Context: an optimization exercise on an open-source flow, tuned for small area, a short achievable clock period and few clock cycles per item. The choices shown serve that exercise and are no tape-out recipe. Function was checked by simulation only, so behaviour that the tests miss may differ from the original.

==> trial 3: inputs <==
==> flow/design.v (excerpt) <==
module configurable_dnn_accelerator (
    input clk,
    input rst_n,
    input start,
    input load_params,
    input [7:0] param_data,
    input [3:0] param_addr,       
    input param_valid,
    input [7:0] input_data_0,
    input [7:0] input_data_1,
    input [7:0] input_data_2,
    input [7:0] input_data_3,
    output [15:0] output_data_0,
    output [15:0] output_data_1,
    output reg done,
    output reg valid,
    output reg params_loaded
);
    reg [7:0] p [0:27];
    reg       loading;
    reg [4:0] load_cnt;
    reg       bcarry;                  
    wire      shift = loading & param_valid;
    reg [7:0] kb;
    always @(*) begin
        case (load_cnt)
            5'd18: kb = 8'h04;
            5'd19: kb = 8'hfa;
            5'd20: kb = 8'h04;
            5'd21: kb = 8'hfa;
            5'd22: kb = 8'h04;
            5'd23: kb = 8'hfa;
            5'd24: kb = 8'h83;
            5'd25: kb = 8'h7b;
            5'd26: kb = 8'h83;
            5'd27: kb = 8'h7b;
            default: kb = 8'h00;
        endcase
    end
    wire       is_bias = (load_cnt >= 5'd18);
    wire [8:0] bsum = {1'b0, param_data} + {1'b0, kb} + {8'd0, bcarry & load_cnt[0]};
    wire [7:0] p_in = is_bias ? ~bsum[7:0] : param_data;
    integer i;
    always @(posedge clk) begin
        if (shift) begin
            for (i = 0; i < 27; i = i + 1) p[i] <= p[i+1];
            p[27] <= p_in;
            bcarry <= bsum[8];
        end
    end
    wire go = start & params_loaded & ~loading & ~load_params;
    always @(posedge clk or negedge rst_n) begin
        if (!rst_n) begin
            loading <= 1'b0;
            load_cnt <= 5'd0;
            params_loaded <= 1'b0;
            done <= 1'b0;
            valid <= 1'b0;
        end else begin
            done <= go;
            valid <= go;
            if (load_params && !loading) begin
                loading <= 1'b1;
                load_cnt <= 5'd0;
                params_loaded <= 1'b0;
            end else if (shift) begin
                load_cnt <= load_cnt + 5'd1;
                if (load_cnt == 5'd27) begin
                    loading <= 1'b0;
                    params_loaded <= 1'b1;
                end
            end
        end
    end
    wire [7:0] w1_0 = p[0];
  ...
==> flow/config.mk <==
export PLATFORM = sky130hd
export DESIGN_NAME = configurable_dnn_accelerator
export DESIGN_NICKNAME = configurable_dnn_accelerator
export VERILOG_FILES = /design/flow/design.v
export SDC_FILE = /design/flow/constraint.sdc
export NUM_CORES = 4
export LEC_CHECK = 0
export ABC_CLOCK_PERIOD_IN_PS = 6000
export CAP_MARGIN = 20
export CORE_MARGIN = 2
export CORE_UTILIZATION = 40
export CTS_CLUSTER_DIAMETER = 80
export CTS_CLUSTER_SIZE = 30
export SETUP_SLACK_MARGIN = 1.0
export SLEW_MARGIN = 20
export SYNTH_HIERARCHICAL = 1
==> flow/constraint.sdc <==
create_clock -name core_clock -period 9.0 [get_ports {clk}]
set_input_delay 1.8000 -clock core_clock [delete_from_list [all_inputs] [get_ports {clk}]]
set_output_delay 1.8000 -clock core_clock [all_outputs]
set_load 0.01 [all_outputs]
standard.sh (not shown) runs the stock make flow with config.mk's settings and CLKGATE_MAP_FILE= SYNTH_SCRIPT=/design/flow/synth_recipe.tcl, a recipe that flattens the netlist after the stock synthesis.
==> flow/flow/run.sh <==
#!/bin/bash
# Layout: the standard flow (standard.sh, unchanged synthesis, floorplan,
# power grid, placement, CTS and routing), with one change: the port buffers
# that global placement inserts are sky130_fd_sc_hd__buf_4 cells.  Left to
# itself buffer_ports picks clkdlybuf4s50_1, a delay cell, and the timing
# repair (footprint-matched on sky130hd) cannot swap it for a faster buffer.
# Every input and output port still gets its buffer.
set -euo pipefail
export BUFFER_PORTS_ARGS="-buffer_cell sky130_fd_sc_hd__buf_4"
bash standard.sh > standard.log 2>&1
==> inputs of trial 88, as changes to trial 3 <==
==> flow/run.sh (new file) <==
#!/bin/bash
# synth_recipe.tcl (not shown) runs the flow's synth.tcl, then flattens the netlist and writes it again
# the make line also repeats each setting of config.mk as NAME=value (left out here)
make -C /OpenROAD-flow-scripts/flow DESIGN_CONFIG=/design/flow/config.mk WORK_HOME=/design/flow/orfs CLKGATE_MAP_FILE= SYNTH_SCRIPT=/design/flow/synth_recipe.tcl finish
--- a/flow/config.mk
+++ b/flow/config.mk
@@ -7,3 +7,3 @@
 export LEC_CHECK = 0
-export ABC_CLOCK_PERIOD_IN_PS = 6000
+export ABC_CLOCK_PERIOD_IN_PS = 5000
 export CAP_MARGIN = 20
@@ -11,5 +11,3 @@
 export CORE_UTILIZATION = 40
-export CTS_CLUSTER_DIAMETER = 80
-export CTS_CLUSTER_SIZE = 30
-export SETUP_SLACK_MARGIN = 1.0
+export SETUP_SLACK_MARGIN = 2.0
 export SLEW_MARGIN = 20
removed: flow/flow/run.sh
removed: flow/standard.sh
==> inputs of trial 84, as changes to trial 3 <==
--- a/flow/config.mk
+++ b/flow/config.mk
@@ -8,9 +8,7 @@
 export ABC_CLOCK_PERIOD_IN_PS = 6000
-export CAP_MARGIN = 20
+export CAP_MARGIN = 0
 export CORE_MARGIN = 2
 export CORE_UTILIZATION = 40
-export CTS_CLUSTER_DIAMETER = 80
-export CTS_CLUSTER_SIZE = 30
-export SETUP_SLACK_MARGIN = 1.0
-export SLEW_MARGIN = 20
+export SETUP_SLACK_MARGIN = 1.5
+export SLEW_MARGIN = 0
 export SYNTH_HIERARCHICAL = 1
==> notes <==
Utilization: trial 84 is higher than trial 3 (0.47 points).
In register-to-register slack, trial 3 and trial 88 hardly differ.
Area after synthesis is the same in trial 3 and trial 88.
The highest final cell count belongs to trial 88, the lowest to trial 3.
Count of clock-buffer cells in the layout: trial 3 is lower than trial 84 (12).
The lowest routed wire length belongs to trial 3, the highest to trial 88.
Testbench counts of trial 3, summed over its fixed seeds: cycles 1,016, inferences 512.
Testbench counts of trial 88, summed over its fixed seeds: cycles 1,016, inferences 512.
Testbench counts of trial 84, summed over its fixed seeds: cycles 1,016, inferences 512.


==> run P <==
Starting RTL as in the previous note.
Settings: LEC_CHECK=0, ABC_CLOCK_PERIOD_IN_PS=6000, CAP_MARGIN=20, CORE_MARGIN=2, CORE_UTILIZATION=40, SETUP_SLACK_MARGIN=1.0, SLEW_MARGIN=20, SYNTH_HIERARCHICAL=1; clock period 9.0 ns.
==> flow/flow/run.sh <==
#!/bin/bash
# Layout: the standard flow (standard.sh, unchanged synthesis, floorplan,
# power grid, placement, CTS and routing), with one change: the port buffers
# that global placement inserts are sky130_fd_sc_hd__buf_2 cells.  Left to
# itself buffer_ports picks clkdlybuf4s50_1, a delay cell, and the timing
# repair (footprint-matched on sky130hd) cannot swap it for a faster buffer.
# Every input and output port still gets its buffer.
set -euo pipefail
export BUFFER_PORTS_ARGS="-buffer_cell sky130_fd_sc_hd__buf_2"
bash standard.sh > standard.log 2>&1
==> run Z (differences from run P) <==
==> flow/flow/run.sh (replaced) <==
#!/bin/bash
# Layout: the standard flow (standard.sh, unchanged synthesis, floorplan,
# power grid, placement, CTS and routing), with one change: the port buffers
# that global placement inserts are sky130_fd_sc_hd__buf_4 cells.  Left to
# itself buffer_ports picks clkdlybuf4s50_1, a delay cell, and the timing
# repair (footprint-matched on sky130hd) cannot swap it for a faster buffer.
# Every input and output port still gets its buffer.
set -euo pipefail
export BUFFER_PORTS_ARGS="-buffer_cell sky130_fd_sc_hd__buf_4"
bash standard.sh > standard.log 2>&1
Settings changed: CORE_UTILIZATION 40 to 60, PLACE_DENSITY from default to 0.75, SETUP_SLACK_MARGIN 1.0 to 1.5.
==> run H (differences from run P) <==
==> flow/flow/run.sh (replaced) <==
#!/bin/bash
# Layout: the standard flow (standard.sh, unchanged synthesis, floorplan,
# power grid, placement, CTS and routing), with one change: the port buffers
# that global placement inserts are sky130_fd_sc_hd__buf_4 cells.  Left to
# itself buffer_ports picks clkdlybuf4s50_1, a delay cell, and the timing
# repair (footprint-matched on sky130hd) cannot swap it for a faster buffer.
# Every input and output port still gets its buffer.
set -euo pipefail
export BUFFER_PORTS_ARGS="-buffer_cell sky130_fd_sc_hd__buf_4"
bash standard.sh > standard.log 2>&1
Settings changed: SETUP_SLACK_MARGIN 1.0 to 1.5.
==> run Y (differences from run P) <==
==> flow/flow/run.sh (replaced) <==
#!/bin/bash
# Layout: the standard flow (standard.sh, unchanged synthesis, floorplan,
# power grid, placement, CTS and routing), with one change: the port buffers
# that global placement inserts are sky130_fd_sc_hd__buf_4 cells.  Left to
# itself buffer_ports picks clkdlybuf4s50_1, a delay cell, and the timing
# repair (footprint-matched on sky130hd) cannot swap it for a faster buffer.
# Every input and output port still gets its buffer.
set -euo pipefail
export BUFFER_PORTS_ARGS="-buffer_cell sky130_fd_sc_hd__buf_4"
bash standard.sh > standard.log 2>&1
Settings changed: CTS_CLUSTER_DIAMETER from default to 50, CTS_CLUSTER_SIZE from default to 20.
==> qor summary <==
Outcome: run Y complete, no violations; run H complete, no violations; run Z complete, no violations; run P complete, no violations
Wire per inst: run Y 25.58 um; run H 25.71 um; run Z 27.93 um; run P 25.45 um
Half-perimeter wire length after detailed placement: run Y 85930 um; run H 86180 um; run Z 83510 um; run P 87860 um
Wire length of the first global-routing pass: run Y 177800 um; run H 180300 um; run Z 178400 um; run P 177400 um
GPL Wtd Cong: run Y 0.9235; run H 0.9268; run Z 0.9994; run P 0.9220
Setup slack after placement: run Y 1.034 ns; run H 1.115 ns; run Z 1.005 ns; run P 0.9855 ns
Metal2 WL: run Y 56000 um; run H 56240 um; run Z 53680 um; run P 55290 um
Worst-Skew Late Latency: run Y 0.66 ns; run H 0.63 ns; run Z 0.65 ns; run P 0.62 ns
Number of tapcells: run Y 1276; run H 1276; run Z 855; run P 1276
Global-route met1 utilization: run Y 0.3283; run H 0.3298; run Z 0.4506; run P 0.3225
Share of post-route cells with drive strength above 1: run Y 0.1045; run H 0.1093; run Z 0.1078; run P 0.1044
Critical path startpoint: run Y h0[0]$_SDFFCE_PN0P_; run H h0[6]$_SDFFCE_PN0P_; run Z h1[7]$_SDFFCE_PN0P_; run P h0[1]$_SDFFCE_PN0P_
Antenna violations before repair: run Y 0; run H 0; run Z 3; run P 3
GR Layer Usage met3: run Y 0.05059; run H 0.05519; run Z 0.1154; run P 0.05901
GRT Overall Usage: run Y 0.2428; run H 0.2452; run Z 0.3606; run P 0.2430
Testbench counts of run P, summed over its fixed seeds: cycles 1,016, inferences 512.
Testbench counts of run Z, summed over its fixed seeds: cycles 1,016, inferences 512.
Testbench counts of run H, summed over its fixed seeds: cycles 1,016, inferences 512.
Testbench counts of run Y, summed over its fixed seeds: cycles 1,016, inferences 512.

==> afterwards: timing with drivers on the ports <==
The flow's constraints put no driver on any port. The routed layouts listed below were extracted and timed again, unchanged, in two steps.
Step 1, drivers: a clkbuf_16 drives clk and a buf_2 each remaining input, both assumed.
Step 2 adds t to the input delays and takes it off the output delays; t is the mean of the earliest and latest rising clock arrival at the registers after step 1. Input paths then give back, and output paths get back, about the clock's delay inside the block.
a / b / c = no drivers / after step 1 / after step 2; a / b = the first two.
| run | t (ns) | setup WS [ns] | cell pins on the clock port's net |
|---|---|---|---|
| trial 3 | 0.633 | 1.063 / 0.995 / 1.076 | 1 |
| trial 88 | 0.694 | 0.955 / 0.889 / 1.355 | 1 |
| trial 84 | 0.670 | 1.110 / 1.040 / 1.077 | 1 |
| run P | 0.667 | 1.009 / 0.943 / 0.830 | 1 |
| run Z | 0.685 | 1.036 / 0.973 / 1.087 | 1 |
| run H | 0.671 | 1.078 / 1.012 / 1.135 | 1 |
| run Y | 0.704 | 1.032 / 0.967 / 1.015 | 1 |
After both steps setup and hold are still met in every run listed. For run P, which loses most, drivers alone change the setup slack by -0.066 ns; drivers and shift together by -0.179 ns.
